This is an optimization exercise on Yosys and OpenROAD, whose aim is small area and a short achievable clock period, not a production implementation. Where RTL was checked, it was by simulation tests only, not by an equivalence proof against the original. No functional check of the RTL was part of runs 2 to 4. No activity file was given, so power comes from the tool's default toggle rates.

## flow/design.v

```verilog
`timescale 1ns / 1ps
module logic_16(
    );
endmodule
module and_16_1(
	input [15:0] x,
	input y,
	output [15:0] z
);
	and(z[0], x[0], y);
	and(z[1], x[1], y);
	and(z[2], x[2], y);
	and(z[3], x[3], y);
	and(z[4], x[4], y);
	and(z[5], x[5], y);
	and(z[6], x[6], y);
	and(z[7], x[7], y);
	and(z[8], x[8], y);
	and(z[9], x[9], y);
	and(z[10], x[10], y);
	and(z[11], x[11], y);
	and(z[12], x[12], y);
	and(z[13], x[13], y);
	and(z[14], x[14], y);
	and(z[15], x[15], y);
endmodule
module or_16_16(
	input [15:0] x,
	input [15:0] y,
	input [15:0] a,
	input [15:0] b,
	input [15:0] c,
	input [15:0] d,
	input [15:0] e,
	input [15:0] f,
	input [15:0] g,
	input [15:0] h,
	input [15:0] i,
	input [15:0] j,
	input [15:0] k,
	input [15:0] l,
	input [15:0] m,
	input [15:0] n,
	output [15:0] z
);
	or(z[0], x[0], y[0], a[0], b[0], c[0], d[0], e[0], f[0], g[0], h[0], i[0], j[0], k[0], l[0], m[0], n[0]);
	or(z[1], x[1], y[1], a[1], b[1], c[1], d[1], e[1], f[1], g[1], h[1], i[1], j[1], k[1], l[1], m[1], n[1]);
	or(z[2], x[2], y[2], a[2], b[2], c[2], d[2], e[2], f[2], g[2], h[2], i[2], j[2], k[2], l[2], m[2], n[2]);
	or(z[3], x[3], y[3], a[3], b[3], c[3], d[3], e[3], f[3], g[3], h[3], i[3], j[3], k[3], l[3], m[3], n[3]);
	or(z[4], x[4], y[4], a[4], b[4], c[4], d[4], e[4], f[4], g[4], h[4], i[4], j[4], k[4], l[4], m[4], n[4]);
	or(z[5], x[5], y[5], a[5], b[5], c[5], d[5], e[5], f[5], g[5], h[5], i[5], j[5], k[5], l[5], m[5], n[5]);
	or(z[6], x[6], y[6], a[6], b[6], c[6], d[6], e[6], f[6], g[6], h[6], i[6], j[6], k[6], l[6], m[6], n[6]);
	or(z[7], x[7], y[7], a[7], b[7], c[7], d[7], e[7], f[7], g[7], h[7], i[7], j[7], k[7], l[7], m[7], n[7]);
	or(z[8], x[8], y[8], a[8], b[8], c[8], d[8], e[8], f[8], g[8], h[8], i[8], j[8], k[8], l[8], m[8], n[8]);
	or(z[9], x[9], y[9], a[9], b[9], c[9], d[9], e[9], f[9], g[9], h[9], i[9], j[9], k[9], l[9], m[9], n[9]);
	or(z[10], x[10], y[10], a[10], b[10], c[10], d[10], e[10], f[10], g[10], h[10], i[10], j[10], k[10], l[10], m[10], n[10]);
	or(z[11], x[11], y[11], a[11], b[11], c[11], d[11], e[11], f[11], g[11], h[11], i[11], j[11], k[11], l[11], m[11], n[11]);
	or(z[12], x[12], y[12], a[12], b[12], c[12], d[12], e[12], f[12], g[12], h[12], i[12], j[12], k[12], l[12], m[12], n[12]);
	or(z[13], x[13], y[13], a[13], b[13], c[13], d[13], e[13], f[13], g[13], h[13], i[13], j[13], k[13], l[13], m[13], n[13]);
	or(z[14], x[14], y[14], a[14], b[14], c[14], d[14], e[14], f[14], g[14], h[14], i[14], j[14], k[14], l[14], m[14], n[14]);
	or(z[15], x[15], y[15], a[15], b[15], c[15], d[15], e[15], f[15], g[15], h[15], i[15], j[15], k[15], l[15], m[15], n[15]);
endmodule
module two_to_one_mux(
	input [15:0] a,
	input [15:0] b,
	input s,
	output [15:0] c
);
	wire [15:0] at, bt;
	wire sn;
	not(sn, s);
	and(at[0], a[0], sn);
	and(at[1], a[1], sn);
	and(at[2], a[2], sn);
	and(at[3], a[3], sn);
	and(at[4], a[4], sn);
	and(at[5], a[5], sn);
	and(at[6], a[6], sn);
	and(at[7], a[7], sn);
	and(at[8], a[8], sn);
	and(at[9], a[9], sn);
	and(at[10], a[10], sn);
	and(at[11], a[11], sn);
	and(at[12], a[12], sn);
	and(at[13], a[13], sn);
	and(at[14], a[14], sn);
	and(at[15], a[15], sn);
	and(bt[0], b[0], s);
	and(bt[1], b[1], s);
	and(bt[2], b[2], s);
	and(bt[3], b[3], s);
	and(bt[4], b[4], s);
	and(bt[5], b[5], s);
	and(bt[6], b[6], s);
	and(bt[7], b[7], s);
	and(bt[8], b[8], s);
	and(bt[9], b[9], s);
	and(bt[10], b[10], s);
	and(bt[11], b[11], s);
	and(bt[12], b[12], s);
	and(bt[13], b[13], s);
	and(bt[14], b[14], s);
	and(bt[15], b[15], s);
	or(c[0], at[0], bt[0]);
	or(c[1], at[1], bt[1]);
	or(c[2], at[2], bt[2]);
	or(c[3], at[3], bt[3]);
	or(c[4], at[4], bt[4]);
	or(c[5], at[5], bt[5]);
	or(c[6], at[6], bt[6]);
	or(c[7], at[7], bt[7]);
	or(c[8], at[8], bt[8]);
	or(c[9], at[9], bt[9]);
	or(c[10], at[10], bt[10]);
	or(c[11], at[11], bt[11]);
	or(c[12], at[12], bt[12]);
	or(c[13], at[13], bt[13]);
	or(c[14], at[14], bt[14]);
	or(c[15], at[15], bt[15]);
endmodule
module two_to_one_mux_4(
	input [3:0] a,
	input [3:0] b,
	input s,
	output [3:0] c
);
	wire [3:0] at, bt;
	wire sn;
	not(sn, s);
	and(at[0], a[0], sn);
	and(at[1], a[1], sn);
	and(at[2], a[2], sn);
	and(at[3], a[3], sn);
	and(bt[0], b[0], s);
	and(bt[1], b[1], s);
	and(bt[2], b[2], s);
	and(bt[3], b[3], s);
	or(c[0], at[0], bt[0]);
	or(c[1], at[1], bt[1]);
	or(c[2], at[2], bt[2]);
	or(c[3], at[3], bt[3]);
endmodule
module D_flip_flop_16(
	input [15:0] data,
	input load,
	input clk,
	input clr,
	output [15:0] Q
);
	D_flip_flop_extended d0 (data[0], load, clk, clr, Q[0]);
	D_flip_flop_extended d1 (data[1], load, clk, clr, Q[1]);
	D_flip_flop_extended d2 (data[2], load, clk, clr, Q[2]);
	D_flip_flop_extended d3 (data[3], load, clk, clr, Q[3]);
	D_flip_flop_extended d4 (data[4], load, clk, clr, Q[4]);
	D_flip_flop_extended d5 (data[5], load, clk, clr, Q[5]);
	D_flip_flop_extended d6 (data[6], load, clk, clr, Q[6]);
	D_flip_flop_extended d7 (data[7], load, clk, clr, Q[7]);
	D_flip_flop_extended d8 (data[8], load, clk, clr, Q[8]);
	D_flip_flop_extended d9 (data[9], load, clk, clr, Q[9]);
	D_flip_flop_extended d10 (data[10], load, clk, clr, Q[10]);
	D_flip_flop_extended d11 (data[11], load, clk, clr, Q[11]);
	D_flip_flop_extended d12 (data[12], load, clk, clr, Q[12]);
	D_flip_flop_extended d13 (data[13], load, clk, clr, Q[13]);
	D_flip_flop_extended d14 (data[14], load, clk, clr, Q[14]);
	D_flip_flop_extended d15 (data[15], load, clk, clr, Q[15]);
endmodule
module two_to_one_mux_1(
	input a,
	input b,
	input s,
	output c
);
	wire sn, at, bt;
	not(sn, s);
	and(at, a, sn);
	and(bt, b, s);
	or(c, at, bt);
endmodule
module sign_extend_4_to_16(
	input [3:0] four_bit_in,
	output [15:0] sixteen_bit_out
);
	or(sixteen_bit_out[0], 1'b0, four_bit_in[0]);
	or(sixteen_bit_out[1], 1'b0, four_bit_in[1]);
	or(sixteen_bit_out[2], 1'b0, four_bit_in[2]);
	or(sixteen_bit_out[3], 1'b0, four_bit_in[3]);
	or(sixteen_bit_out[4], 1'b0, four_bit_in[3]);
	or(sixteen_bit_out[5], 1'b0, four_bit_in[3]);
	or(sixteen_bit_out[6], 1'b0, four_bit_in[3]);
	or(sixteen_bit_out[7], 1'b0, four_bit_in[3]);
	or(sixteen_bit_out[8], 1'b0, four_bit_in[3]);
	or(sixteen_bit_out[9], 1'b0, four_bit_in[3]);
	or(sixteen_bit_out[10], 1'b0, four_bit_in[3]);
	or(sixteen_bit_out[11], 1'b0, four_bit_in[3]);
	or(sixteen_bit_out[12], 1'b0, four_bit_in[3]);
	or(sixteen_bit_out[13], 1'b0, four_bit_in[3]);
	or(sixteen_bit_out[14], 1'b0, four_bit_in[3]);
	or(sixteen_bit_out[15], 1'b0, four_bit_in[3]);
endmodule
module sixteen_to_one_mux(
	input [15:0] i0,
	input [15:0] i1,
	input [15:0] i2,
	input [15:0] i3,
	input [15:0] i4,
	input [15:0] i5,
	input [15:0] i6,
	input [15:0] i7,
	input [15:0] i8,
	input [15:0] i9,
	input [15:0] i10,
	input [15:0] i11,
	input [15:0] i12,
	input [15:0] i13,
	input [15:0] i14,
	input [15:0] i15,
	input [3:0] s,
	output [15:0] out
);
	wire [15:0] s_decoded;
	wire [15:0] out0;
	wire [15:0] out1;
	wire [15:0] out2;
	wire [15:0] out3;
	wire [15:0] out4;
	wire [15:0] out5;
	wire [15:0] out6;
	wire [15:0] out7;
	wire [15:0] out8;
	wire [15:0] out9;
	wire [15:0] out10;
	wire [15:0] out11;
	wire [15:0] out12;
	wire [15:0] out13;
	wire [15:0] out14;
	wire [15:0] out15;
	four_to_sixteen_decoder decode0 (s, 1'b1, s_decoded);
	and_16_1 and0 (i0, s_decoded[0], out0);
	and_16_1 and1 (i1, s_decoded[1], out1);
	and_16_1 and2 (i2, s_decoded[2], out2);
	and_16_1 and3 (i3, s_decoded[3], out3);
	and_16_1 and4 (i4, s_decoded[4], out4);
	and_16_1 and5 (i5, s_decoded[5], out5);
	and_16_1 and6 (i6, s_decoded[6], out6);
	and_16_1 and7 (i7, s_decoded[7], out7);
	and_16_1 and8 (i8, s_decoded[8], out8);
	and_16_1 and9 (i9, s_decoded[9], out9);
	and_16_1 and10 (i10, s_decoded[10], out10);
	and_16_1 and11 (i11, s_decoded[11], out11);
	and_16_1 and12 (i12, s_decoded[12], out12);
	and_16_1 and13 (i13, s_decoded[13], out13);
	and_16_1 and14 (i14, s_decoded[14], out14);
	and_16_1 and15 (i15, s_decoded[15], out15);
	or_16_16 or0 (out0, out1, out2, out3, out4, out5, out6, out7, out8, out9, out10, out11, out12, out13, out14, out15, out);
endmodule
module four_to_sixteen_decoder(
	input [3:0] i,
	input e,
	output [15:0] out
);
	wire [15:0] ni;   
	not(ni[0], i[0]);   
	not(ni[1], i[1]);
	not(ni[2], i[2]);
	not(ni[3], i[3]);
	and(out[0], ni[0], ni[1], ni[2], ni[3], e);   
	and(out[1], i[0], ni[1], ni[2], ni[3], e);
	and(out[2], ni[0], i[1], ni[2], ni[3], e);
	and(out[3], i[0], i[1], ni[2], ni[3], e);
	and(out[4], ni[0], ni[1], i[2], ni[3], e);
	and(out[5], i[0], ni[1], i[2], ni[3], e);
	and(out[6], ni[0], i[1], i[2], ni[3], e);
	and(out[7], i[0], i[1], i[2], ni[3], e);
	and(out[8], ni[0], ni[1], ni[2], i[3], e);
	and(out[9], i[0], ni[1], ni[2], i[3], e);
	and(out[10], ni[0], i[1], ni[2], i[3], e);
	and(out[11], i[0], i[1], ni[2], i[3], e);
	and(out[12], ni[0], ni[1], i[2], i[3], e);
	and(out[13], i[0], ni[1], i[2], i[3], e);
	and(out[14], ni[0], i[1], i[2], i[3], e);
	and(out[15], i[0], i[1], i[2], i[3], e);
endmodule
module jump_combine(
	input [11:0] address,
	input [3:0] pc_in,
	output [15:0] pc_out
);
	or(pc_out[0], 1'b0, address[0]);
	or(pc_out[1], 1'b0, address[1]);
	or(pc_out[2], 1'b0, address[2]);
	or(pc_out[3], 1'b0, address[3]);
	or(pc_out[4], 1'b0, address[4]);
	or(pc_out[5], 1'b0, address[5]);
	or(pc_out[6], 1'b0, address[6]);
	or(pc_out[7], 1'b0, address[7]);
	or(pc_out[8], 1'b0, address[8]);
	or(pc_out[9], 1'b0, address[9]);
	or(pc_out[10], 1'b0, address[10]);
	or(pc_out[11], 1'b0, address[11]);
	or(pc_out[12], 1'b0, pc_in[0]);
	or(pc_out[13], 1'b0, pc_in[1]);
	or(pc_out[14], 1'b0, pc_in[2]);
	or(pc_out[15], 1'b0, pc_in[3]);
endmodule
`timescale 1ns / 1ps
module twos_complement_adder(a, b, s, f, cout);
	input [15:0] a;   
	input [15:0] b;   
	input f;   
	output [15:0] s;   
	output cout;
	wire [14:0] c;   
	wire [15:0] xb;   
	xor(xb[0], b[0], f);
	xor(xb[1], b[1], f);
	xor(xb[2], b[2], f);
	xor(xb[3], b[3], f);
	xor(xb[4], b[4], f);
	xor(xb[5], b[5], f);
	xor(xb[6], b[6], f);
	xor(xb[7], b[7], f);
	xor(xb[8], b[8], f);
	xor(xb[9], b[9], f);
	xor(xb[10], b[10], f);
	xor(xb[11], b[11], f);
	xor(xb[12], b[12], f);
	xor(xb[13], b[13], f);
	xor(xb[14], b[14], f);
	xor(xb[15], b[15], f);
	full_adder add0 (a[0], xb[0], f, s[0], c[0]);
	full_adder add1 (a[1], xb[1], c[0], s[1], c[1]);
	full_adder add2 (a[2], xb[2], c[1], s[2], c[2]);
	full_adder add3 (a[3], xb[3], c[2], s[3], c[3]);
	full_adder add4 (a[4], xb[4], c[3], s[4], c[4]);
	full_adder add5 (a[5], xb[5], c[4], s[5], c[5]);
	full_adder add6 (a[6], xb[6], c[5], s[6], c[6]);
	full_adder add7 (a[7], xb[7], c[6], s[7], c[7]);
	full_adder add8 (a[8], xb[8], c[7], s[8], c[8]);
	full_adder add9 (a[9], xb[9], c[8], s[9], c[9]);
	full_adder add10 (a[10], xb[10], c[9], s[10], c[10]);
	full_adder add11 (a[11], xb[11], c[10], s[11], c[11]);
	full_adder add12 (a[12], xb[12], c[11], s[12], c[12]);
	full_adder add13 (a[13], xb[13], c[12], s[13], c[13]);
	full_adder add14 (a[14], xb[14], c[13], s[14], c[14]);
	full_adder add15 (a[15], xb[15], c[14], s[15], cout);
endmodule
module full_adder(a, b, cin, s, cout);
		input a, b, cin;   
		output s, cout;   
		wire ab, axorb, cab;   
		xor(s, a, b, cin);   
		and(ab, a, b);
		xor(axorb, a, b);
		and(cab, axorb, cin);
		or(cout, ab, cab);
endmodule
`timescale 1ns / 1ps
module ALU(
	input [15:0] rs,
	input [15:0] rt,
	input [3:0] op,
	output [15:0] rd,
	output bne, ov
);
	wire [15:0] and_16;
	wire [15:0] or_16;
	wire [15:0] add_16;
	wire [15:0] slt_16;
	wire cout;
	and(and_16[0], rs[0], rt[0]);
	and(and_16[1], rs[1], rt[1]);
	and(and_16[2], rs[2], rt[2]);
	and(and_16[3], rs[3], rt[3]);
	and(and_16[4], rs[4], rt[4]);
	and(and_16[5], rs[5], rt[5]);
	and(and_16[6], rs[6], rt[6]);
	and(and_16[7], rs[7], rt[7]);
	and(and_16[8], rs[8], rt[8]);
	and(and_16[9], rs[9], rt[9]);
	and(and_16[10], rs[10], rt[10]);
	and(and_16[11], rs[11], rt[11]);
	and(and_16[12], rs[12], rt[12]);
	and(and_16[13], rs[13], rt[13]);
	and(and_16[14], rs[14], rt[14]);
	and(and_16[15], rs[15], rt[15]);
	or(or_16[0], rs[0], rt[0]);
	or(or_16[1], rs[1], rt[1]);
	or(or_16[2], rs[2], rt[2]);
	or(or_16[3], rs[3], rt[3]);
	or(or_16[4], rs[4], rt[4]);
	or(or_16[5], rs[5], rt[5]);
	or(or_16[6], rs[6], rt[6]);
	or(or_16[7], rs[7], rt[7]);
	or(or_16[8], rs[8], rt[8]);
	or(or_16[9], rs[9], rt[9]);
	or(or_16[10], rs[10], rt[10]);
	or(or_16[11], rs[11], rt[11]);
	or(or_16[12], rs[12], rt[12]);
	or(or_16[13], rs[13], rt[13]);
	or(or_16[14], rs[14], rt[14]);
	or(or_16[15], rs[15], rt[15]);
	twos_complement_adder add0 (rs, rt, add_16, op[2], cout);
	and(slt_16[0], 1, add_16[15]);
	and(slt_16[1], 0, 0);
	and(slt_16[2], 0, 0);
	and(slt_16[3], 0, 0);
	and(slt_16[4], 0, 0);
	and(slt_16[5], 0, 0);
	and(slt_16[6], 0, 0);
	and(slt_16[7], 0, 0);
	and(slt_16[8], 0, 0);
	and(slt_16[9], 0, 0);
	and(slt_16[10], 0, 0);
	and(slt_16[11], 0, 0);
	and(slt_16[12], 0, 0);
	and(slt_16[13], 0, 0);
	and(slt_16[14], 0, 0);
	and(slt_16[15], 0, 0);
	sixteen_to_one_mux mux0 (and_16, or_16, add_16, 16'h0000, 16'h0000, 16'h0000, add_16, slt_16, add_16, 16'h0000,
	add_16, 16'h0000, 16'h0000, 16'h0000, 16'h0000, 16'h0000, op, rd);
	or(bne, add_16[0], add_16[1], add_16[2], add_16[3], add_16[4], add_16[5], add_16[6], add_16[7],
	 add_16[8], add_16[9], add_16[10], add_16[11], add_16[12], add_16[13], add_16[14], add_16[15]);
endmodule
`timescale 1ns / 1ps
module D_flip_flop(
	input D,
	input clk,
	input clr,
	output reg Q
);
	always @(posedge clk) begin
		if(!clr)
			Q <= 1'b0;
		else
			Q <= D;
	end
endmodule
module D_flip_flop_extended(
	input data,
	input load,
	input clk,
	input clr,
	output Q
);
	wire D;
	two_to_one_mux_1 mux0 (Q, data, load, D);
	D_flip_flop D0 (D, clk, clr, Q);
endmodule
`timescale 1ns / 1ps
module control_unit(
	input [3:0] op,
	output reg reg_dst, alu_src, mem_to_reg, reg_write,
			 mem_write, branch, jump
);
	always @* begin
		reg_dst=0; alu_src=0; mem_to_reg=0; reg_write=0;
		mem_write=0; branch=0; jump=0;
		case(op)
			4'b0000:
			begin
				reg_dst=1; alu_src=0; mem_to_reg=0; reg_write=1;
				mem_write=0; branch=0; jump=0;
			end
			4'b0001:
			begin
				reg_dst=1; alu_src=0; mem_to_reg=0; reg_write=1;
				mem_write=0; branch=0; jump=0;
			end
			4'b0010:
			begin
				reg_dst=1; alu_src=0; mem_to_reg=0; reg_write=1;
				mem_write=0; branch=0; jump=0;
			end
			4'b0011:
			begin
			end
			4'b0100:
			begin
			end
			4'b0101:
			begin
			end
			4'b0110:
			begin
				reg_dst=1; alu_src=0; mem_to_reg=0; reg_write=1;
				mem_write=0; branch=0; jump=0;
			end
			4'b0111:
			begin
				reg_dst=1; alu_src=0; mem_to_reg=0; reg_write=1;
				mem_write=0; branch=0; jump=0;
			end
			4'b1000:
			begin
				reg_dst=0; alu_src=1; mem_to_reg=1; reg_write=1;
				mem_write=0; branch=0; jump=0;
			end
			4'b1001:
			begin
			end
			4'b1010:
			begin
				alu_src=1; reg_write=0;
				mem_write=1; branch=0; jump=0;
			end
			4'b1011:
			begin
			end
			4'b1100:
			begin
			end
			4'b1101:
			begin
			end
			4'b1110:
			begin
				alu_src=0; reg_write=0; mem_write=0; branch=1; jump=0;
			end
			4'b1111:
			begin
				reg_write=0; jump=1; mem_write=0;
			end
		endcase
	end
endmodule
`timescale 1ns / 1ps
module data_memory(
	input [15:0] address,
	input [15:0] write_data,
	input load,
	input clr,
	input clk,
	output [15:0] output_data
);	
	reg [15:0] memory [3:0];
	always@ (posedge clk) begin
		if(!clr) begin
			memory[0] <= 1;
			memory[1] <= 22;
			memory[2] <= 5;
			memory[3] <= 0;
		end
		else if(load)
			memory[address[1:0]] <= write_data;
	end
	assign output_data = memory[address[1:0]];
endmodule
`timescale 1ns / 1ps
module program_counter(
	input clk,
	input [15:0] pc_in,	
	input clr,
	input en,
	output reg [15:0] pc_out
);
	always@ (posedge clk) begin
		if(clr)
			pc_out <= 0;
		else if(en)
			pc_out <= pc_in;
	end
endmodule
`timescale 1ns / 1ps
module register_file(
	input [3:0] a_addr,
	input [3:0] b_addr,
	input [3:0] c,
	input [15:0] data,
	input load,
	input clr,
	input clk,
	output [15:0] a_data,
	output [15:0] b_data,
	output wire [15:0] R0, R1, R2, R3, R4, R5, R6, R7, R8, R9, R10, R11, R12, R13, R14, R15
);
	wire [15:0] c_decoded;
	four_to_sixteen_decoder decode0 (c, load, c_decoded);
	D_flip_flop_16 reg0 (data, c_decoded[0], clk, clr, R0);
	D_flip_flop_16 reg1 (data, c_decoded[1], clk, clr, R1);
	D_flip_flop_16 reg2 (data, c_decoded[2], clk, clr, R2);
	D_flip_flop_16 reg3 (data, c_decoded[3], clk, clr, R3);
	D_flip_flop_16 reg4 (data, c_decoded[4], clk, clr, R4);
	D_flip_flop_16 reg5 (data, c_decoded[5], clk, clr, R5);
	D_flip_flop_16 reg6 (data, c_decoded[6], clk, clr, R6);
	D_flip_flop_16 reg7 (data, c_decoded[7], clk, clr, R7);
	D_flip_flop_16 reg8 (data, c_decoded[8], clk, clr, R8);
	D_flip_flop_16 reg9 (data, c_decoded[9], clk, clr, R9);
	D_flip_flop_16 reg10 (data, c_decoded[10], clk, clr, R10);
	D_flip_flop_16 reg11 (data, c_decoded[11], clk, clr, R11);
	D_flip_flop_16 reg12 (data, c_decoded[12], clk, clr, R12);
	D_flip_flop_16 reg13 (data, c_decoded[13], clk, clr, R13);
	D_flip_flop_16 reg14 (data, c_decoded[14], clk, clr, R14);
	D_flip_flop_16 reg15 (data, c_decoded[15], clk, clr, R15);
	sixteen_to_one_mux outputmux0 (R0, R1, R2, R3, R4, R5, R6, R7, R8, R9, R10, R11, R12, R13, R14, R15, a_addr, a_data);
	sixteen_to_one_mux outputmux1 (R0, R1, R2, R3, R4, R5, R6, R7, R8, R9, R10, R11, R12, R13, R14, R15, b_addr, b_data);
endmodule
`timescale 1ns / 1ps
module microprocessor(
	input wire clk,
	input wire clr,
	input wire step,
	input wire [15:0] instruction,
	output wire [15:0] pc_out,
	output reg wb_en,
	output reg [3:0] wb_addr,
	output reg [15:0] wb_data,
	output reg st_en,
	output reg [1:0] st_addr,
	output reg [15:0] st_data
);
	wire [15:0] pc_in;
	wire [15:0] pc_inc;
	wire [15:0] offset_extended;
	wire [15:0] pc_bne;
	wire branch_ok;
	wire [15:0] pc0, pc1;
	wire reg_dst, alu_src, mem_to_reg, reg_write, mem_write, branch, jump;
	wire [3:0] reg_addr;
	wire [15:0] reg_data_in;
	wire [15:0] reg_data_out0, reg_data_out1;
	wire [15:0] alu_in, alu_out;
	wire bne;
	wire [15:0] data_memory_out;
	wire [15:0] R0, R1, R2, R3, R4, R5, R6, R7, R8, R9, R10, R11, R12, R13, R14, R15;
	wire reg_load, mem_load;
	and(reg_load, reg_write, step);
	and(mem_load, mem_write, step);
	program_counter program_counter0 (.clk(clk), .pc_in(pc_in), .clr(clr), .en(step), .pc_out(pc_out));
	ALU pc_increment (.rs(pc_out), .rt(16'h0001), .op(4'h02), .rd(pc_inc));
	sign_extend_4_to_16 extend_bne (.four_bit_in(instruction[3:0]), .sixteen_bit_out(offset_extended));
	ALU alu_bne (.rs(pc_inc), .rt(offset_extended), .op(4'h2), .rd(pc_bne));
	two_to_one_mux mux_branch (.a(pc_inc), .b(pc_bne), .s(branch_ok), .c(pc0));
	jump_combine jump_combine0 (.address(instruction[11:0]), .pc_in(pc_inc[15:12]), .pc_out(pc1));
	two_to_one_mux mux_pc_in (.a(pc0), .b(pc1), .s(jump), .c(pc_in));
	control_unit control_unit0 (.op(instruction[15:12]), .reg_dst(reg_dst), .alu_src(alu_src),
										 .mem_to_reg(mem_to_reg), .reg_write(reg_write), .mem_write(mem_write),
										 .branch(branch), .jump(jump));
	two_to_one_mux_4 mux_register_file_in (.a(instruction[7:4]), .b(instruction[3:0]), .s(reg_dst), .c(reg_addr));
	register_file register_file0 (.a_addr(instruction[11:8]), .b_addr(instruction[7:4]), .c(reg_addr), .data(reg_data_in),
											.load(reg_load), .clr(~clr), .clk(clk), .a_data(reg_data_out0), .b_data(reg_data_out1),
											.R0(R0), .R1(R1), .R2(R2), .R3(R3), .R4(R4), .R5(R5), .R6(R6), .R7(R7), .R8(R8), .R9(R9),
											.R10(R10), .R11(R11), .R12(R12), .R13(R13), .R14(R14), .R15(R15));
	two_to_one_mux mux_alu_in (.a(reg_data_out0), .b(offset_extended), .s(alu_src), .c(alu_in));
	ALU alu_main (.rs(reg_data_out1), .rt(alu_in), .op(instruction[15:12]), .rd(alu_out), .bne(bne));
	and(branch_ok, branch, bne);
	data_memory data_memory0 (.address(alu_out), .write_data(reg_data_out1), .load(mem_load), .clr(~clr), .clk(clk), .output_data(data_memory_out));
	two_to_one_mux mux_write_back (.a(alu_out), .b(data_memory_out), .s(mem_to_reg), .c(reg_data_in));
	always@(posedge clk)
	begin
		if(clr)
		begin
			wb_en <= 1'b0;
			st_en <= 1'b0;
		end
		else
		begin
			wb_en <= reg_load;
			st_en <= mem_load;
		end
		if(reg_load)
		begin
			wb_addr <= reg_addr;
			wb_data <= reg_data_in;
		end
		if(mem_load)
		begin
			st_addr <= alu_out[1:0];
			st_data <= reg_data_out1;
		end
	end
endmodule
```

## flow/run.sh

```bash
#!/bin/bash
# synth_recipe.tcl (not shown) runs the flow's synth.tcl, then flattens the netlist and writes it again
# the make line also repeats each setting of config.mk as NAME=value (left out here)
make -C /OpenROAD-flow-scripts/flow DESIGN_CONFIG=/design/flow/config.mk WORK_HOME=/design/flow/orfs CLKGATE_MAP_FILE= SYNTH_SCRIPT=/design/flow/synth_recipe.tcl finish
```

## flow/config.mk

```make
export PLATFORM = sky130hd
export DESIGN_NAME = microprocessor
export DESIGN_NICKNAME = microprocessor
export VERILOG_FILES = /design/flow/design.v
export SDC_FILE = /design/flow/constraint.sdc
export NUM_CORES = 4
export LEC_CHECK = 0
export CAP_MARGIN = 20
export CORE_MARGIN = 2
export CORE_UTILIZATION = 40
export SETUP_SLACK_MARGIN = 0.3
export SLEW_MARGIN = 20
```

## flow/constraint.sdc

```tcl
create_clock -name core_clock -period 10.5 [get_ports {clk}]
set_input_delay 2.1000 -clock core_clock [delete_from_list [all_inputs] [get_ports {clk}]]
set_output_delay 2.1000 -clock core_clock [all_outputs]
set_load 0.01 [all_outputs]
```

==> metrics.md, run 1 <==
| Metric | Value |
|---|---|
| Run status | complete, no violations |
| RSZ-0062 raised after global routing | no |
| CTS buffer count | 44 |
| Die boundary width | between 200 and 250 um |
| Count of warnings emitted by yosys | 5 |
| Final worst-path setup slack | around 0.46 ns |
| DP Cell Count | 2722 |
| Initial core utilization | 0.404 |
| Latest clock arrival within the worst-skew pair | 0.59 ns |
| Final-layout fill cell count | roughly 4500 |
| Crit Path Max Fanout | 9 |
| Total standard cell area after synthesis | about 20000 um2 |
| Maximum achievable frequency | ~0.1 GHz |
| Synthesized flop and latch total | approximately 380 |
| Post-route DRC violation count | 0 |
| Fin. max-slew vios | 0 |
| Pin count of the biggest net entering global routing | 52 |
| Total number of nets in the final design | 2172 |
| Most used flip-flop cell after synthesis | dfxtp_1 |
| Fraction of final layout cells with drive strength greater than 1 | 0.232 |
| Fin crit share | 0.956 |
| Die Y | between 200 and 250 um |
| Worst vdd rail ir drop | roughly 0.13 mV |
| Slew Limit Headroom | 0.210 |
| Count of distinct cell types in the synthesized netlist | 100 |
| Floorplan row count | 81 |
| Transition time at the pin with the least slew margin | between 1 and 1.5 ns |
| Clock tree from TritonCTS | yes |
| Gate Count Post-Synth | 1928 |
| Leakage | about 9.0 nW |
| Count of vias placed by the detailed router | ~19000 |
| I/O Buffers | 74 |
| Worst hold margin | roughly 0.48 ns |
| Largest cells by area after synthesis | dfxtp_1, edfxtp_1, a22o_1 |
| Gpl congestion | 1.01 |
| Required time of the critical path | about 11 ns |
| Worst min-delay path endpoint | program_counter0.pc_out[15] |
| Wire length of the first global-routing pass | ~140000 um |
| Startpoint of the worst hold path | program_counter0.pc_out[15] |
| All-Layer GR Usage | 0.390 |
| Antenna violations before repair | 4 |
| Most prevalent standard cell on the critical path | fa_2 |
| Remaining global-route overflow | 0 |
| Number of search-and-repair iterations in the first detailed-routing pass | 7 |
| Net Count, Synth | 1990 |
| Buffer depth of the longest clock path | 3 |
| Final Critical Period | around 10 ns |
| Core outline area | around 50000 um2 |
| Synth top area share | 0.278 |
| Vias/cell | between 6 and 7 |
| Antenna Diode Count | 0 |
| Data arrival at the endpoint of the critical path | 10.56 ns |
| Clock-pin slew on the worst setup and hold paths | 0.06 ns |
| Worst R2R Path Depth | 29 |
| FF-to-FF setup slack | approximately 2.0 ns |
| Seq/Total Area, Yosys | 0.433 |
| Number of global-route vias before repair | between 15000 and 20000 |
| Maxcap violations | 0 |
| Power density over the cells | approximately 150 nW/um2 |
| Post-synthesis async set-or-reset flop share | 0 |
| Post-layout instance count excluding filler cells | ~2800 |
| DIE AREA | 51100 um2 |
| Endpoints failing setup | 0 |
| Clock sink total | 376 |
| Drt total wl | ~100000 um |
| Dpl hpwl | approximately 69000 um |
| Type of element launching the critical path | input port |
| H-Tree Level Count | 2 |
| Hold WC Path Type | reg -> reg |
| Root cell of the clock tree | clkbuf_16 |
| Final Hold Viols | 0 |
| Category of the critical setup timing path | in -> reg |
| Library cell contributing the largest single delay on the critical path | fa_2 |
| Relative area change from synthesis to final layout | 24.6% |
| Number of synthesized flops with an enable pin | 102 |
| Kind of capture point of the worst setup path | register |
| Number of design-rule violations left by the first detailed-router iteration | 2659 |
| Synthesized area divided by synthesized cell count | 10.2 um2 |
| Clock Skews | approximately 0.013 ns |
| Instance count along the most critical hold path | 2 |
| Worst slack at placement | -0.447 ns |
| Slowest Stage Delay on Critical Path | approximately 0.38 ns |
| I/O pin cnt | 75 |
| Wire length per cell | around 36 um |
| Hold buffer count at CTS | 0 |
| Biggest area consumer among synthesized cells | dfxtp_1 |
| Final antenna-violating net count | 0 |
-- cell usage after synthesis, types with 17 or more instances --
master,number
fa_1,28
a22o_1,225
inv_1,43
nand2_1,94
edfxtp_1,102
clkbuf_1,82
o22ai_1,23
nor2b_1,21
mux2_2,45
dfxtp_1,274
mux2i_1,62
a22oi_1,62
a32o_1,64
buf_2,50
nor2_1,156
a221oi_1,17
nor3_1,51
a31oi_1,22
nand3_1,29
buf_4,37
a32oi_1,40
a21oi_1,62
o21ai_0,51
-- cells by family after synthesis --
family                   share of synthesized area
AO/OA/AOI/OAI                                0.286
adder cells (fa/ha/maj)                     0.0384
multiplexers                                0.0627
buffers and inverters                       0.0595
AND/OR/NAND/NOR                              0.112
flip-flops                                   0.433
XOR/XNOR                                   0.00831
-- worst max-delay path by stage --
stage	from	to	slack (ns)	cells after the start
floorplan	instruction[9]	register	0.34	30
global placement	instruction[10]	register	-0.49	30
detailed placement	instruction[10]	register	-0.45	30
CTS	instruction[11]	register	0.34	31
global route	instruction[11]	register	0.31	31
finish	instruction[9]	register	0.46	32
-- metal layers --
metal	wire, um	part of all wire	track usage
met5	86	0.00085	0
met4	7140	0.071	0.234
met3	10300	0.10	0.0772
met2	44200	0.44	0.603
met1	39200	0.39	0.503
-- stage by stage --
| stage | util | area, um2 | setup TNS (ns) | total power, mW |
|---|---|---|---|---|
| after CTS | 0.499 | 24400 | 0 | 3.74 |
| final | 0.503 | 24600 | 0 | 3.76 |
| after global placement | 0.468 | 22900 | -129.79 | 2.12 |
| after global routing | 0.503 | 24600 | 0 | 3.84 |
| after floorplan | - | 19900 | 0 | 1.83 |
| after detailed placement | 0.468 | 22900 | -109.07 | 2.12 |
-- worst max-delay path: cells and delay by family --
family	cells	cell delay, ns
mux	1	0.36
simple gates	1	0.23
fa+ha+maj	13	4.63
xor+xnor	2	0.47
compound gates	7	1.44
buf+inv	8	1.31
-- layout by cell type, fill, tap and decap left out, types with 23 or more instances in the layout --
cell	netlist	routed
a21oi_1	62	43
a22o_1	225	225
a22oi_1	62	61
a32o_1	64	64
a32oi_1	40	40
buf_12	0	34
buf_4	37	218
clkbuf_16	0	48
clkdlybuf4s50_1	0	65
dfxtp_1	274	274
edfxtp_1	102	102
inv_1	43	43
mux2_2	45	45
mux2i_1	62	62
nand2_1	94	94
nand3_1	29	28
nor2_1	156	152
nor3_1	51	38
o21ai_0	51	50
o22ai_1	23	23
-- report_power, final --
part / internal [mW] / leakage, nW / switching [mW]
clock network: 0.976 / 0.739 / 0.665
logic: 0.202 / 5.09 / 0.389
registers: 1.51 / 3.19 / 0.0132
total: 2.69 / 9.02 / 1.07
-- cell type report --
class,instances,area [um2],share of cell area
clock buffer,59,1230,0.0501
timing repair buffer,327,3070,0.125
clock inverter,22,287,0.0117
sequential,376,8550,0.348
multi-input combinational,1312,10400,0.424
inverter,49,188,0.00764
tap,664,831,0.0338
-- what timing repair did --
action | CTS | global route
resized for setup | 2 | 23
setup buffers | 0 | 4
pin swaps | 0 | 8
endpoints found under the setup margin | 233 | 302
cloned | 0 | 2
==> run 2: changes to the inputs <==
==> flow/design.v (replaced) <==
`timescale 1ns / 1ps
module microprocessor(
	input wire clk,
	input wire clr,
	input wire step,
	input wire [15:0] instruction,
	output wire [15:0] pc_out,
	output reg wb_en,
	output reg [3:0] wb_addr,
	output reg [15:0] wb_data,
	output reg st_en,
	output reg [1:0] st_addr,
	output reg [15:0] st_data
);
	wire [3:0] op = instruction[15:12];
	wire [3:0] ra = instruction[11:8];
	wire [3:0] rb = instruction[7:4];
	wire [3:0] rc = instruction[3:0];
	reg [15:0] pc;
	reg [255:0] R;           
	reg [63:0] M;            
	wire [15:0] r_wdata = wb_data & {16{~clr}};
	genvar gi;
	generate
		for (gi = 0; gi < 16; gi = gi + 1) begin : rf
			wire en = clr | (wb_en & (wb_addr == gi));
			always @(posedge clk)
				if (en) R[16*gi +: 16] <= r_wdata;
		end
	endgenerate
	wire fwd_a = wb_en & (wb_addr == ra);
	wire fwd_b = wb_en & (wb_addr == rb);
	reg [15:0] A, B;
	integer k;
	always @* begin
		A = {16{fwd_a}} & wb_data;
		B = {16{fwd_b}} & wb_data;
		for (k = 0; k < 16; k = k + 1) begin
			A = A | ({16{~fwd_a & (ra == k)}} & R[16*k +: 16]);
			B = B | ({16{~fwd_b & (rb == k)}} & R[16*k +: 16]);
		end
	end
	wire is_logic = (op[3:1] == 3'b000);                  
	wire is_arith = (op == 4'd2) | (op[3:1] == 3'b011);   
	wire is_lw = (op == 4'd8);
	wire is_sw = (op == 4'd10);
	wire is_bne = (op == 4'd14);
	wire is_j = (op == 4'd15);
	wire sub = op[2];
	wire [15:0] x = A ^ {16{sub}};
	wire [15:0] p0 = B ^ x;
	wire [15:0] g0 = B & x;
	wire [15:0] g1, p1, g2, p2, g3, p3, g4, p4;
	assign g1[0] = g0[0] | (p0[0] & sub);
	assign p1[0] = 1'b0;
	generate
		for (gi = 1; gi < 16; gi = gi + 1) begin : ks1
			assign g1[gi] = g0[gi] | (p0[gi] & (gi == 1 ? g1[0] : g0[gi-1]));
			assign p1[gi] = p0[gi] & p0[gi-1];
		end
		for (gi = 0; gi < 16; gi = gi + 1) begin : ks2
			if (gi < 2) begin : lo
				assign g2[gi] = g1[gi];
				assign p2[gi] = p1[gi];
			end else begin : hi
				assign g2[gi] = g1[gi] | (p1[gi] & g1[gi-2]);
				assign p2[gi] = p1[gi] & p1[gi-2];
			end
		end
		for (gi = 0; gi < 16; gi = gi + 1) begin : ks3
			if (gi < 4) begin : lo
				assign g3[gi] = g2[gi];
				assign p3[gi] = p2[gi];
			end else begin : hi
				assign g3[gi] = g2[gi] | (p2[gi] & g2[gi-4]);
				assign p3[gi] = p2[gi] & p2[gi-4];
			end
		end
		for (gi = 0; gi < 16; gi = gi + 1) begin : ks4
			if (gi < 8) begin : lo
				assign g4[gi] = g3[gi];
			end else begin : hi
				assign g4[gi] = g3[gi] | (p3[gi] & g3[gi-8]);
			end
		end
	endgenerate
	wire [15:0] sum = p0 ^ {g4[14:0], sub};
	wire [1:0] maddr = B[1:0] + rc[1:0];
	wire [15:0] lw_data = M[16*maddr +: 16];
	reg [15:0] res;
	always @* begin
		if (is_lw)
			res = lw_data;
		else case ({op[2], op[1:0]})
			3'b000: res = B & A;
			3'b001: res = B | A;
			3'b111: res = {15'd0, sum[15]};
			default: res = sum;
		endcase
	end
	wire wr = step & (is_logic | is_arith | is_lw);
	wire st = step & is_sw;
	wire [63:0] m_init = {16'd0, 16'd5, 16'd22, 16'd1};
	generate
		for (gi = 0; gi < 4; gi = gi + 1) begin : dm
			wire en = clr | (st & (maddr == gi));
			always @(posedge clk)
				if (en) M[16*gi +: 16] <= clr ? m_init[16*gi +: 16] : B;
		end
	endgenerate
	wire [15:0] pc_inc = pc + 16'd1;
	wire taken = is_bne & (B != A);
	wire [15:0] pc_next = is_j ? {pc_inc[15:12], instruction[11:0]} :
	                      taken ? pc_inc + {{12{rc[3]}}, rc} : pc_inc;
	assign pc_out = pc;
	always @(posedge clk) begin
		if (clr) begin
			pc <= 16'd0;
			wb_en <= 1'b0;
			st_en <= 1'b0;
		end else begin
			if (step) pc <= pc_next;
			wb_en <= wr;
			st_en <= st;
		end
		wb_addr <= is_lw ? rb : rc;
		wb_data <= res;
		st_addr <= maddr;
		st_data <= B;
	end
endmodule
==> metrics.md, run 2 <==
| Metric | Value |
|---|---|
| Crit Path Max Fanout | 29 (+20) |
| Floorplan row count | 78 (-3.7%) |
| FF-to-FF setup slack | 4.46 ns (+2.48 ns) |
| Remaining global-route overflow | 0 (unchanged) |
| Type of element launching the critical path | input port |
| Largest cells by area after synthesis | edfxtp_1, dfxtp_1, a22oi_1 |
| Post-synthesis async set-or-reset flop share | 0 (unchanged) |
| Leading cell type by number of instances after synthesis | edfxtp_1 |
| Synthesized flop and latch total | 376 (unchanged) |
| Root cell of the clock tree | clkbuf_16 |
| Required time of the critical path | 10.97 ns (-0.05 ns) |
| Wire length per cell | 29.0 um (-19%) |
| Post CTS Setup Buffer Count | 0 (unchanged) |
| Post-route DRC violation count | 0 (unchanged) |
| Clock-pin slew on the worst setup and hold paths | 0.07 ns (about the same) |
| Final Critical Period | 7.66 ns (-2.37 ns) |
| Clock Skews | 0.0361 ns (+0.0227 ns) |
| CTS buffer count | 42 (-4.5%) |
| Worst min-delay path endpoint | pc[11] |
| Number of synthesized flops with an enable pin | 320 (+210%) |
| Die Y | 219 um (-3.3%) |
| Gate Count Post-Synth | 1465 (-24%) |
| Hold buffer count at CTS | 0 (unchanged) |
| Final Hold Viols | 0 (unchanged) |
| Relative area change from synthesis to final layout | 16.2% |
| Leakage | 7.72 nW (-14%) |
| Biggest area consumer among synthesized cells | edfxtp_1 |
| Worst path buffer plus inverter count | 4 (-4) |
| Highest-count cells in the layout ignoring fill and taps | edfxtp_1, a22oi_1, nand2_1, nor2_1, clkdlybuf4s50_1 |
| DIE AREA | 47800 um2 (-6.5%) |
| Transition time at the pin with the least slew margin | 1.18 ns (+0.00245 ns) |
| Detailed route wirelength on metal3 | 7020 um (-32%) |
| Reg-to-Reg Start | wb_addr[3] |
| Worst path top cell family by delay | simple AND/OR/NAND/NOR gates |
| Instance count along the most critical hold path | 2 (unchanged) |
| Cells traversed along the worst timing path | clkdlybuf4s50_1, xor2_1, nor3_4, and2_4, nor3_2, buf_4, a22o_1, a221oi_1, nand4_1, a211oi_2, inv_1, ha_1, nor4_1, nand4_1, nand4_1, buf_4, nor4b_1, o211ai_1, o311ai_1, xnor2_1, nor2b_1, xnor2_1, nor2_1 |
| Gpl congestion | 0.952 (-5.5%) |
| Worst vdd rail ir drop | 0.130 mV (+2.1%) |
| Fraction of final layout cells with drive strength greater than 1 | 0.117 (-0.114) |
| Count of warnings emitted by yosys | 1 (-4) |
| Endpoints failing setup | 0 (unchanged) |
| RSZ-0062 raised after global routing | no |
| H-Tree Level Count | 2 (unchanged) |
| Clock tree from TritonCTS | yes |
| Net Count, Synth | 1549 (-22%) |
| Synth top area share | 0.521 (+0.243) |
| Pin count of the biggest net entering global routing | 60 (+15%) |
| I/O pin cnt | 75 (unchanged) |
| Uppermost layer routed | met4 |
| Data arrival at the endpoint of the critical path | 8.13 ns (-2.43 ns) |
| Final antenna-violating net count | 0 (unchanged) |
| Clock sink total | 376 (unchanged) |
| I/O Buffers | 74 (unchanged) |
| Number of search-and-repair iterations in the first detailed-routing pass | 8 (+1) |
| Post-CTS Resized | 0 (-2) |
| Most used flip-flop cell after synthesis | edfxtp_1 |
| Final sum of negative setup slack | 0 ns (unchanged) |
| Die boundary width | 219 um (-3.3%) |
| Antenna Diode Count | 0 (unchanged) |
| Total number of nets in the final design | 1628 (-25%) |
| Slew Limit Headroom | 0.210 (about the same) |
| Power Total | 4.66 mW (+24%) |
| Startpoint of the worst hold path | pc[11] |
| Most prevalent standard cell on the critical path | nand4_1 |
| Cell-internal power | 3.22 mW (+20%) |
| Count of vias placed by the detailed router | 14200 (-26%) |
| Fraction of power spent switching nets | 0.309 (+0.0248) |
| Kind of capture point of the worst setup path | register |
| Run status | complete, no violations |
| Fin crit share | 0.730 (-0.226) |
| Category of the critical setup timing path | in -> reg |
| Sequential cell fraction of total power | 0.472 (+0.066) |
| Synthesized area divided by synthesized cell count | 12.6 um2 (+23%) |
| Final-layout fill cell count | 4037 (-10%) |
| Antenna violations before repair | 2 (-2) |
| All-Layer GR Usage | 0.263 (-0.127) |
| Core outline area | 45400 um2 (-7.1%) |
| Number of design-rule violations left by the first detailed-router iteration | 1999 (-25%) |
| Maxcap violations | 0 (unchanged) |
| Biggest registers after layout | R (256), M (64) |
| Dpl hpwl | 40600 um (-41%) |
| Most common cell after layout, fill and taps aside | edfxtp_1 |
| Most frequent cells after synthesis | edfxtp_1, a22oi_1, nor2_1 |
| Worst R2R Path Depth | 22 (-24%) |
| Routed met1 length | 24200 um (-38%) |
| Power spent charging and discharging nets | 1.44 mW (+35%) |
| Latest clock arrival within the worst-skew pair | 0.60 ns (about the same) |
| Maximum achievable frequency | 0.130 GHz (+31%) |
| Total standard cell area after synthesis | 18400 um2 (-6.6%) |
| Initial core utilization | 0.406 (+0.00222) |
| Hold WC Path Type | reg -> reg |
| Buffer depth of the longest clock path | 3 (unchanged) |
| Seq/Total Area, Yosys | 0.582 (+0.149) |
| Slowest Stage Delay on Critical Path | 0.81 ns (+0.43 ns) |
| Number of flip-flops in the largest register | approximately 260 |
| Drt total wl | 63000 um (-38%) |
| Part of the power in combinational logic | 0.213 (+0.056) |
| Library cell contributing the largest single delay on the critical path | clkdlybuf4s50_1 |
| Reg2Reg Capture Point | pc[15] |
| Vias/cell | 6.51 (-4.2%) |
| Count of distinct cell types in the synthesized netlist | 78 (-22%) |
| Share of total power in the clock network | 0.315 (-0.122) |
| Worst hold margin | 0.529 ns (+0.0491 ns) |
| Most flop-heavy register | R |
| Number of global-route vias before repair | 13800 (-24%) |
| Fin. max-slew vios | 0 (unchanged) |
| Wire length of the first global-routing pass | 91700 um (-34%) |
| WL met2 | 28200 um (-36%) |
| Power density over the cells | 218 nW/um2 (+42%) |
## run 2: changes by cell type after synthesis, moves of 40 or more
cell / previous run / this run
a22o_1: 225 / 39
a22oi_1: 62 / 113
a32o_1: 64 / 0
a32oi_1: 40 / 0
buf_2: 50 / 8
dfxtp_1: 274 / 56
edfxtp_1: 102 / 320
ha_1: 15 / 63
mux2_2: 45 / 2
mux2i_1: 62 / 20
nor2_1: 156 / 85
## run 2: routing by layer
layer  global-route usage  vias to the layer above
li1                     -                     5965
met1                0.347                     6875
met2                0.409                     1040
met3               0.0578                      275
met4                0.128                        0
met5                    0                        -
## run 2: worst max path at each step
stage,start,end,slack (ns),cells after the start
floorplan,instruction[7],M[48],4.15,14
global placement,instruction[4],pc[15],2.42,23
detailed placement,instruction[4],pc[15],2.29,23
CTS,instruction[4],pc[15],2.92,23
global route,instruction[4],pc[15],2.47,23
finish,instruction[4],pc[15],2.84,23
## run 2: logic make-up (layout without fill, tap and decap cells)
kind of cell	after synthesis	after routing	share of synthesized area
and+or+nand+nor	350	350	0.0966
buffers and inverters	137	247	0.0314
AOI/OAI and AO/OA	428	428	0.176
adders and majority gates	65	65	0.0450
xor gates and xnor gates	66	66	0.0322
DFF	376	376	0.582
muxes	43	43	0.0367
## run 2: per-stage QoR
| stage | instance area (um2) | worst slack [ns] | util | cells |
|---|---|---|---|---|
| after floorplan | 18400 | 4.15 | - | 1465 |
| after global routing | 21400 | 2.47 | 0.472 | 2175 |
| after global placement | 20000 | 2.42 | 0.441 | 2100 |
| final | 21400 | 2.84 | 0.472 | 2175 |
| after CTS | 21400 | 2.92 | 0.472 | 2175 |
| after detailed placement | 20000 | 2.29 | 0.441 | 2100 |
## run 2: final cells by class
class / instances / area (um2) / area share
Multi-Input combinational cell: 952 / 7260 / 0.339
Timing Repair Buffer: 119 / 1070 / 0.0501
Inverter: 53 / 199 / 0.00929
Tap cell: 600 / 751 / 0.0351
Sequential cell: 376 / 10700 / 0.501
Clock inverter: 22 / 269 / 0.0126
Clock buffer: 53 / 1120 / 0.0524
## run 2: power groups by stage
stage	registers [mW]	logic, mW	clock network [mW]
after floorplan	2.12	0.595	0
final	2.20	0.995	1.47
after global routing	2.22	1.07	1.55
after detailed placement	2.21	0.974	0
after global placement	2.22	0.961	0
after CTS	2.19	0.979	1.48
## run 2: worst min-delay path, stage by stage, from the launching register on
cell	delay, ns
dfxtp_1	0.35
nand2_1	0.08
a21oi_1	0.06
==> run 3: changes to the inputs <==
--- a/flow/config.mk
+++ b/flow/config.mk
@@ -8,5 +8,5 @@
 export CAP_MARGIN = 20
 export CORE_MARGIN = 2
 export CORE_UTILIZATION = 40
-export SETUP_SLACK_MARGIN = 0.3
+export SETUP_SLACK_MARGIN = 5
 export SLEW_MARGIN = 20
==> metrics.md, run 3 <==
| Metric | Value |
|---|---|
| Run status | complete, no violations |
| Most frequent cells after synthesis | edfxtp_1, a22oi_1, nor2_1 |
| Design Area, Final | 24400 um2 (+14%) |
| Seq/Total Area, Yosys | 0.582 (unchanged) |
| Vias/cell | 6.43 (-1.1%) |
| Gpl congestion | 0.966 (+1.5%) |
| Buffer depth of the longest clock path | 3 (unchanged) |
| Hold WC Path Type | reg -> reg |
| Initial core utilization | 0.406 (unchanged) |
| Post-layout instance count excluding filler cells | 2348 (+8.0%) |
| Count of distinct cell types in the synthesized netlist | 78 (unchanged) |
| Antenna violations before repair | 3 (+1) |
| Die boundary width | 219 um (unchanged) |
| Power Total | 4.97 mW (+6.7%) |
| Cell Area, Placed | 20200 um2 (+0.73%) |
| Synthesized flop and latch total | 376 (unchanged) |
| Slowest Stage Delay on Critical Path | 0.40 ns (-0.41 ns) |
| Final Core Density | 0.538 (+0.0663) |
| Biggest area consumer among synthesized cells | edfxtp_1 |
| Wire length per cell | 29.6 um (+2.2%) |
| Met3 Resource Use GR | 0.0635 (+0.00571) |
| DIE AREA | 47800 um2 (unchanged) |
| Power spent charging and discharging nets | 1.58 mW (+9.8%) |
| Fin. max-slew vios | 0 (unchanged) |
| Kind of capture point of the worst setup path | register |
| Category of the critical setup timing path | in -> reg |
| Number of global-route vias before repair | 14600 (+5.5%) |
| Final Critical Period | 5.96 ns (-1.70 ns) |
| Dpl hpwl | 40700 um (+0.26%) |
| Synth top area share | 0.521 (unchanged) |
| Fraction of final layout cells with drive strength greater than 1 | 0.287 (+0.169) |
| Fraction of power spent switching nets | 0.318 (+0.00891) |
| Most used flip-flop cell after synthesis | edfxtp_1 |
| Final sum of negative setup slack | 0 ns (unchanged) |
| Count of vias placed by the detailed router | 15100 (+6.7%) |
| Net Count, Synth | 1549 (unchanged) |
| Remaining global-route overflow | 0 (unchanged) |
| Final antenna-violating net count | 0 (unchanged) |
| Most common cell after layout, fill and taps aside | edfxtp_1 |
| Drt total wl | 69500 um (+10%) |
| Clock tree from TritonCTS | yes |
| Slew Limit Headroom | 0.177 (-0.0337) |
| Post-synthesis async set-or-reset flop share | 0 (unchanged) |
| Highest-count cells in the layout ignoring fill and taps | edfxtp_1, buf_4, a22oi_1, nor2_1 |
| RSZ-0062 raised after global routing | yes |
| Power density over the cells | 204 nW/um2 (-6.4%) |
| Largest cells by area after synthesis | edfxtp_1, dfxtp_1, a22oi_1 |
| Most flop-heavy register | R |
| Gate Count Post-Synth | 1465 (unchanged) |
| Latest clock arrival within the worst-skew pair | 0.59 ns (about the same) |
| Type of element launching the critical path | input port |
| Clock sink total | 376 (unchanged) |
| Layer with the highest usage | met2 |
| Maximum achievable frequency | 0.168 GHz (+29%) |
| Number of flip-flops in the largest register | 256 (unchanged) |
| Crit Path Max Fanout | 13 (-55%) |
| Floorplan row count | 78 (unchanged) |
| Transition time at the pin with the least slew margin | 1.23 ns (+0.0505 ns) |
| Number of design-rule violations left by the first detailed-router iteration | 1962 (-1.9%) |
| Cell-internal power | 3.39 mW (+5.3%) |
| Met1 Track Usage GR | 0.362 (+0.0141) |
| Fin crit share | 0.568 (-0.162) |
| Number of synthesized flops with an enable pin | 320 (unchanged) |
| Total number of nets in the final design | 1801 (+11%) |
| Post-route DRC violation count | 0 (unchanged) |
| H-Tree Level Count | 2 (unchanged) |
| I/O Buffers | 74 (unchanged) |
| I/O pin cnt | 75 (unchanged) |
| Wire length of the first global-routing pass | 97400 um (+6.2%) |
| Clock-pin slew on the worst setup and hold paths | 0.06 ns (about the same) |
| Biggest registers after layout | R (256), M (64) |
| Endpoints failing setup | 0 (unchanged) |
| Relative area change from synthesis to final layout | 32.5% |
| Part of the power in combinational logic | 0.272 (+0.059) |
| Number of search-and-repair iterations in the first detailed-routing pass | 7 (-1) |
| Sequential cell fraction of total power | 0.446 (-0.026) |
| Synthesized area divided by synthesized cell count | 12.6 um2 (unchanged) |
| Leakage | 9.11 nW (+18%) |
| Final-layout fill cell count | 3692 (-8.5%) |
| Antenna Diode Count | 0 (unchanged) |
| Worst vdd rail ir drop | 0.123 mV (-5.8%) |
| Leading cell type by number of instances after synthesis | edfxtp_1 |
| Count of warnings emitted by yosys | 1 (unchanged) |
| All-Layer GR Usage | 0.280 (+0.0175) |
| Library cell contributing the largest single delay on the critical path | a222oi_1 |
| CTS buffer count | 40 (-4.8%) |
| Met2 layer usage reported by global route | 0.441 (+0.0322) |
| Maxcap violations | 0 (unchanged) |
| Share of total power in the clock network | 0.282 (-0.033) |
| Die Y | 219 um (unchanged) |
| Final Hold Viols | 0 (unchanged) |
| Data arrival at the endpoint of the critical path | 6.47 ns (-1.66 ns) |
| Required time of the critical path | 11.01 ns (+0.04 ns) |
| DP Cell Count | 2096 (-0.19%) |
| Clock Skews | 0.0203 ns (-0.0158 ns) |
| Core outline area | 45400 um2 (unchanged) |
| Pin count of the biggest net entering global routing | 42 (-30%) |
| Total standard cell area after synthesis | 18400 um2 (unchanged) |
| Root cell of the clock tree | clkbuf_16 |
-- run 3: final cells by class --
type	count	area, um2	share of cell area
flip-flops and latches	376	10700	0.440
multi-input cells	954	8360	0.342
repair buffers	292	3090	0.127
clock buffers	52	1100	0.0449
well taps	600	751	0.0307
inverters	53	201	0.00825
clock inverters	21	185	0.00758
-- run 3: repair_timing --
item,CTS,global route
pin swaps,62,93
gates cloned,7,3
hold buffers,0,0
endpoints found under the setup margin,96,92
resized for setup,156,132
setup buffers,115,53
endpoints found under the hold margin,0,0
-- run 3: metal layers --
metal  routed length [um]  vias to the layer above  part of all wire
met5                   15                        -           0.00022
met4                 4900                        2             0.070
met3                 7860                      346              0.11
met2                31000                     1119              0.45
met1                25800                     7326              0.37
li1                     -                     6316                 -
-- run 3: worst paths after layout --
path	start	cells after the start	end	slack, ns
worst max-delay path	instruction[9]	27	wb_data[12]	4.54
worst max register to register	wb_addr[3]	25	wb_data[12]	5.49
worst min-delay path	pc[11]	2	pc[11]	0.51
worst min register to register	pc[11]	2	pc[11]	0.51
-- run 3: worst max-delay path, delay by kind of cell --
family / cells / cell delay [ns]
AO/OA/AOI/OAI: 11 / 1.85
XOR/XNOR: 2 / 0.36
adder cells (fa/ha/maj): 1 / 0.38
buffers and inverters: 8 / 1.15
AND/OR/NAND/NOR: 5 / 0.63
-- run 3: cell families after synthesis --
group | after synthesis | synth area share
DFF | 376 | 0.582
buffers and inverters | 137 | 0.0314
xor gates and xnor gates | 66 | 0.0322
muxes | 43 | 0.0367
AOI/OAI and AO/OA | 428 | 0.176
adders and majority gates | 65 | 0.0450
and+or+nand+nor | 350 | 0.0966
-- run 3: power groups by stage --
stage                     Sequential [mW]  Clock, mW  Combinational, mW
after floorplan                      2.12          0              0.621
after global placement               2.22          0              0.989
after detailed placement             2.22          0              0.997
after CTS                            2.19       1.41               1.18
after global routing                 2.23       1.46               1.43
final                                2.22       1.40               1.35
-- run 3: stage by stage --
step	worst slack, ns	hold WS [ns]
global placement	2.67	0.494
finish	4.54	0.508
detailed placement	2.64	0.505
floorplan	4.77	0.511
CTS	4.85	0.515
global route	4.43	0.524
==> run 4: changes to the inputs <==
--- a/flow/design.v
+++ b/flow/design.v
@@ -28,18 +28,20 @@
 				if (en) R[16*gi +: 16] <= r_wdata;
 		end
 	endgenerate
+	reg [15:0] Ar, Br;
+	integer k;
+	always @* begin
+		Ar = 16'd0;
+		Br = 16'd0;
+		for (k = 0; k < 16; k = k + 1) begin
+			Ar = Ar | ({16{ra == k}} & R[16*k +: 16]);
+			Br = Br | ({16{rb == k}} & R[16*k +: 16]);
+		end
+	end
 	wire fwd_a = wb_en & (wb_addr == ra);
 	wire fwd_b = wb_en & (wb_addr == rb);
-	reg [15:0] A, B;
-	integer k;
-	always @* begin
-		A = {16{fwd_a}} & wb_data;
-		B = {16{fwd_b}} & wb_data;
-		for (k = 0; k < 16; k = k + 1) begin
-			A = A | ({16{~fwd_a & (ra == k)}} & R[16*k +: 16]);
-			B = B | ({16{~fwd_b & (rb == k)}} & R[16*k +: 16]);
-		end
-	end
+	wire [15:0] A = fwd_a ? wb_data : Ar;
+	wire [15:0] B = fwd_b ? wb_data : Br;
 	wire is_logic = (op[3:1] == 3'b000);                  
 	wire is_arith = (op == 4'd2) | (op[3:1] == 3'b011);   
 	wire is_lw = (op == 4'd8);
--- a/flow/config.mk
+++ b/flow/config.mk
@@ -8,5 +8,5 @@
 export CAP_MARGIN = 20
 export CORE_MARGIN = 2
 export CORE_UTILIZATION = 40
-export SETUP_SLACK_MARGIN = 5
+export SETUP_SLACK_MARGIN = 4
 export SLEW_MARGIN = 20
==> metrics.md, run 4 <==
| Metric | Value |
|---|---|
| Cell-internal power | 3.26 mW (-4.0%) |
| Remaining global-route overflow | 0 (unchanged) |
| CTS buffer count | 40 (unchanged) |
| Transition time at the pin with the least slew margin | 1.13 ns (-0.106 ns) |
| Die Y | 219 um (+0.22%) |
| Number of design-rule violations left by the first detailed-router iteration | 2045 (+4.2%) |
| Fraction of power spent switching nets | 0.304 (-0.0132) |
| Instance count along the most critical hold path | 2 (unchanged) |
| Maxcap violations | 0 (unchanged) |
| Gate Count Post-Synth | 1536 (+4.8%) |
| Worst slack at placement | 2.96 ns (+0.315 ns) |
| Met1 Track Usage GR | 0.352 (-0.00929) |
| Design Area, Final | 22000 um2 (-9.9%) |
| Dpl hpwl | 39900 um (-2.1%) |
| Sequential cell fraction of total power | 0.465 (+0.019) |
| Net Count, Synth | 1620 (+4.6%) |
| Synthesized area divided by synthesized cell count | 12.1 um2 (-4.2%) |
| Clock tree from TritonCTS | yes |
| Power density over the cells | 213 nW/um2 (+4.5%) |
| Layer with the highest usage | met2 |
| I/O Buffers | 74 (unchanged) |
| Met3 Resource Use GR | 0.0665 (+0.00306) |
| Crit Path Max Fanout | 32 (+19) |
| FF-to-FF setup slack | 5.70 ns (+0.21 ns) |
| Antenna Diode Count | 0 (unchanged) |
| Endpoints failing setup | 0 (unchanged) |
| All-Layer GR Usage | 0.261 (-0.0190) |
| Post-route DRC violation count | 0 (unchanged) |
| Count of warnings emitted by yosys | 1 (unchanged) |
| Biggest registers after layout | R (256), M (64) |
| Kind of capture point of the worst setup path | register |
| Fin. max-slew vios | 0 (unchanged) |
| Reg2Reg Capture Point | wb_data[14] |
| Part of the power in combinational logic | 0.221 (-0.051) |
| Synthesized flop and latch total | 376 (unchanged) |
| H-Tree Level Count | 2 (unchanged) |
| Clock sink total | 376 (unchanged) |
| Most frequent cells after synthesis | edfxtp_1, nor2_1, a22oi_1 |
| Final Critical Period | 6.36 ns (+0.399 ns) |
| Latest clock arrival within the worst-skew pair | 0.60 ns (about the same) |
| Number of global-route vias before repair | 14000 (-4.0%) |
| Most flop-heavy register | R |
| Fraction of final layout cells with drive strength greater than 1 | 0.148 (-0.138) |
| Leading cell type by number of instances after synthesis | edfxtp_1 |
| Leakage | 8.06 nW (-11%) |
| Highest-count cells in the layout ignoring fill and taps | edfxtp_1, a22oi_1, nor2_1, a21oi_1, clkdlybuf4s50_1 |
| Clock-pin slew on the worst setup and hold paths | 0.06 ns (about the same) |
| Startpoint of the worst hold path | pc[6] |
| Maximum achievable frequency | 0.157 GHz (-6.3%) |
| Reg-to-Reg Start | wb_addr[0] |
| Final Hold Viols | 0 (unchanged) |
| Count of vias placed by the detailed router | 14400 (-4.6%) |
| Die boundary width | 219 um (+0.22%) |
| Total number of nets in the final design | 1723 (-4.3%) |
| Run status | complete, no violations |
| Most common cell after layout, fill and taps aside | edfxtp_1 |
| Met2 layer usage reported by global route | 0.396 (-0.0448) |
| Gpl congestion | 0.967 (about the same) |
| Vias/cell | 6.35 (-1.4%) |
| Buffer depth of the longest clock path | 3 (unchanged) |
| Power spent charging and discharging nets | 1.43 mW (-9.7%) |
| Root cell of the clock tree | clkbuf_16 |
| Number of synthesized flops with an enable pin | 320 (unchanged) |
| Category of the critical setup timing path | in -> reg |
| Wire length per cell | 27.9 um (-5.7%) |
| Drt total wl | 63400 um (-8.8%) |
| Largest cells by area after synthesis | edfxtp_1, dfxtp_1, a22oi_1 |
| Core outline area | 45500 um2 (+0.22%) |
| Type of element launching the critical path | input port |
| I/O pin cnt | 75 (unchanged) |
| Biggest area consumer among synthesized cells | edfxtp_1 |
| Fin crit share | 0.606 (+0.0380) |
| Most used flip-flop cell after synthesis | edfxtp_1 |
| Clock Skews | 0.0214 ns (+0.00116 ns) |
| Total standard cell area after synthesis | 18500 um2 (+0.45%) |
| Final sum of negative setup slack | 0 ns (unchanged) |
| Pin count of the biggest net entering global routing | 53 (+26%) |
| Wire length of the first global-routing pass | 91500 um (-6.0%) |
| Required time of the critical path | 10.97 ns (-0.04 ns) |
| Data arrival at the endpoint of the critical path | 6.83 ns (+0.36 ns) |
| Worst vdd rail ir drop | 0.149 mV (+21%) |
| Synth top area share | 0.519 (-0.00236) |
| Worst R2R Path Depth | 18 (-28%) |
| Antenna violations before repair | 1 (-2) |
| Share of total power in the clock network | 0.314 (+0.032) |
| Number of flip-flops in the largest register | 256 (unchanged) |
| Timing startpoint of the critical path | instruction[4] |
| Final worst-path setup slack | 4.14 ns (-0.399 ns) |
| Initial core utilization | 0.407 (+0.000972) |
| Number of search-and-repair iterations in the first detailed-routing pass | 6 (-1) |
| Relative area change from synthesis to final layout | 18.8% |
| Count of distinct cell types in the synthesized netlist | 77 (-1.3%) |
| Seq/Total Area, Yosys | 0.580 (-0.00264) |
| Hold buffer count at CTS | 0 (unchanged) |
| RSZ-0062 raised after global routing | yes |
| Final antenna-violating net count | 0 (unchanged) |
| Post-synthesis async set-or-reset flop share | 0 (unchanged) |
| Floorplan row count | 78 (unchanged) |
| Critical Path Sink | wb_data[15] |
| Cell Area, Placed | 20300 um2 (+0.68%) |
| DIE AREA | 48000 um2 (+0.44%) |
| Slew Limit Headroom | 0.245 (+0.0677) |
| Hold WC Path Type | reg -> reg |
## run 4: stage by stage
stage | hold WS, ns | power (mW) | instances | utilization
6_report | 0.532 | 4.68 | 2271 | 0.484
5_1_grt | 0.558 | 4.87 | 2271 | 0.484
4_1_cts | 0.532 | 4.66 | 2263 | 0.479
3_5_place_dp | 0.519 | 3.19 | 2185 | 0.446
3_3_place_gp | 0.507 | 3.19 | 2185 | 0.446
2_1_floorplan | 0.533 | 2.73 | 1536 | -
## run 4: how the worst min path moves through the flow
| stage | endpoint | slack [ns] |
|---|---|---|
| final | pc[6] | 0.53 |
| after global routing | pc[6] | 0.56 |
| after CTS | pc[6] | 0.53 |
| after detailed placement | pc[3] | 0.52 |
| after global placement | pc[6] | 0.51 |
| after floorplan | pc[13] | 0.53 |
## run 4: power by group through the flow
stage,logic (mW),registers (mW),clock network [mW]
4_1_cts,1.01,2.17,1.49
5_1_grt,1.12,2.20,1.55
3_5_place_dp,0.994,2.20,0
6_report,1.04,2.18,1.47
2_1_floorplan,0.605,2.12,0
3_3_place_gp,0.988,2.20,0
## run 4: cell type report
cell class | instances | area [um2]
Inverter | 52 | 195
Fill cell | 4051 | 23500
Tap cell | 600 | 751
Multi-Input combinational cell | 1020 | 7600
Timing Repair Buffer | 149 | 1350
Clock buffer | 46 | 1020
Sequential cell | 376 | 10700
Clock inverter | 28 | 345
## run 4: cell families (layout without fill, tap and decap cells)
group | after synthesis | count (layout) | synth area share
compound gates | 448 | 448 | 0.173
simple gates | 399 | 400 | 0.104
flops | 376 | 376 | 0.580
buf+inv | 141 | 275 | 0.0312
fa+ha+maj | 65 | 65 | 0.0447
xor+xnor | 65 | 65 | 0.0308
mux | 42 | 42 | 0.0362
## run 4: worst max-delay path: stages
cell,delay [ns]
clkdlybuf4s50_1,0.47
clkbuf_8,0.31
nand2b_4,0.27
nor3_2,0.05
buf_4,0.24
a22o_1,0.21
a221oi_1,0.21
nand3_1,0.12
nor2_2,0.22
a21oi_1,0.21
ha_1,0.38
a21o_1,0.19
a21oi_1,0.16
o21ai_0,0.10
a21o_1,0.19
a21o_1,0.18
a221o_1,0.39
a41oi_2,0.29
o2bb2ai_2,0.23
and3b_1,0.23
nor3_2,0.05
## run 4: repair_timing
item	in CTS	in global routing
gates cloned	0	1
buffers inserted	4	7
gates resized for setup	28	38
setup endpoints to repair	13	22
pin swaps	1	5
## run 4: routing by layer
metal / vias to the layer above / part of all wire
met1: 6994 / 0.40
met3: 244 / 0.12
met5: - / 0.00011
met2: 984 / 0.43
met4: 2 / 0.049
li1: 6191 / -

[what the ideal ports hide]
The flow's constraints put no driver on any port. The routed layouts listed below were extracted and timed again, unchanged, in two steps.
Step 1 sets driving cells, clkbuf_16 on the clock port and buf_2 on the other inputs (assumed; they add their load-dependent delay and slew).
Step 2 adds t to the input delays and takes it off the output delays; t is the mean of the earliest and latest rising clock arrival at the registers after step 1. Input paths then give back, and output paths get back, about the clock's delay inside the block.
Three values: ideal ports, drivers, drivers and shift; two values: the first two.
| run | t (ns) | setup WS [ns] | worst setup path at the end | slew at the worst register clock pin (ns) | worst slew at a driven data input, ns |
|---|---|---|---|---|---|
| run 1 | 0.642 | 0.462 / 0.474 / -0.168 | input to register | 0.07 / 0.07 | 0.08 |
| run 2 | 0.639 | 2.836 / 2.869 / 2.231 | input to register | 0.07 / 0.07 | 0.04 |
| run 3 | 0.634 | 4.540 / 4.579 / 3.945 | input to register | 0.07 / 0.07 | 0.05 |
| run 4 | 0.641 | 4.141 / 4.159 / 3.518 | input to register | 0.06 / 0.06 | 0.07 |
Met with ideal ports but missed after step 2: setup timing in run 1. The setup slack of run 1, which loses most, moves by +0.012 ns with the drivers and by -0.630 ns with both steps.
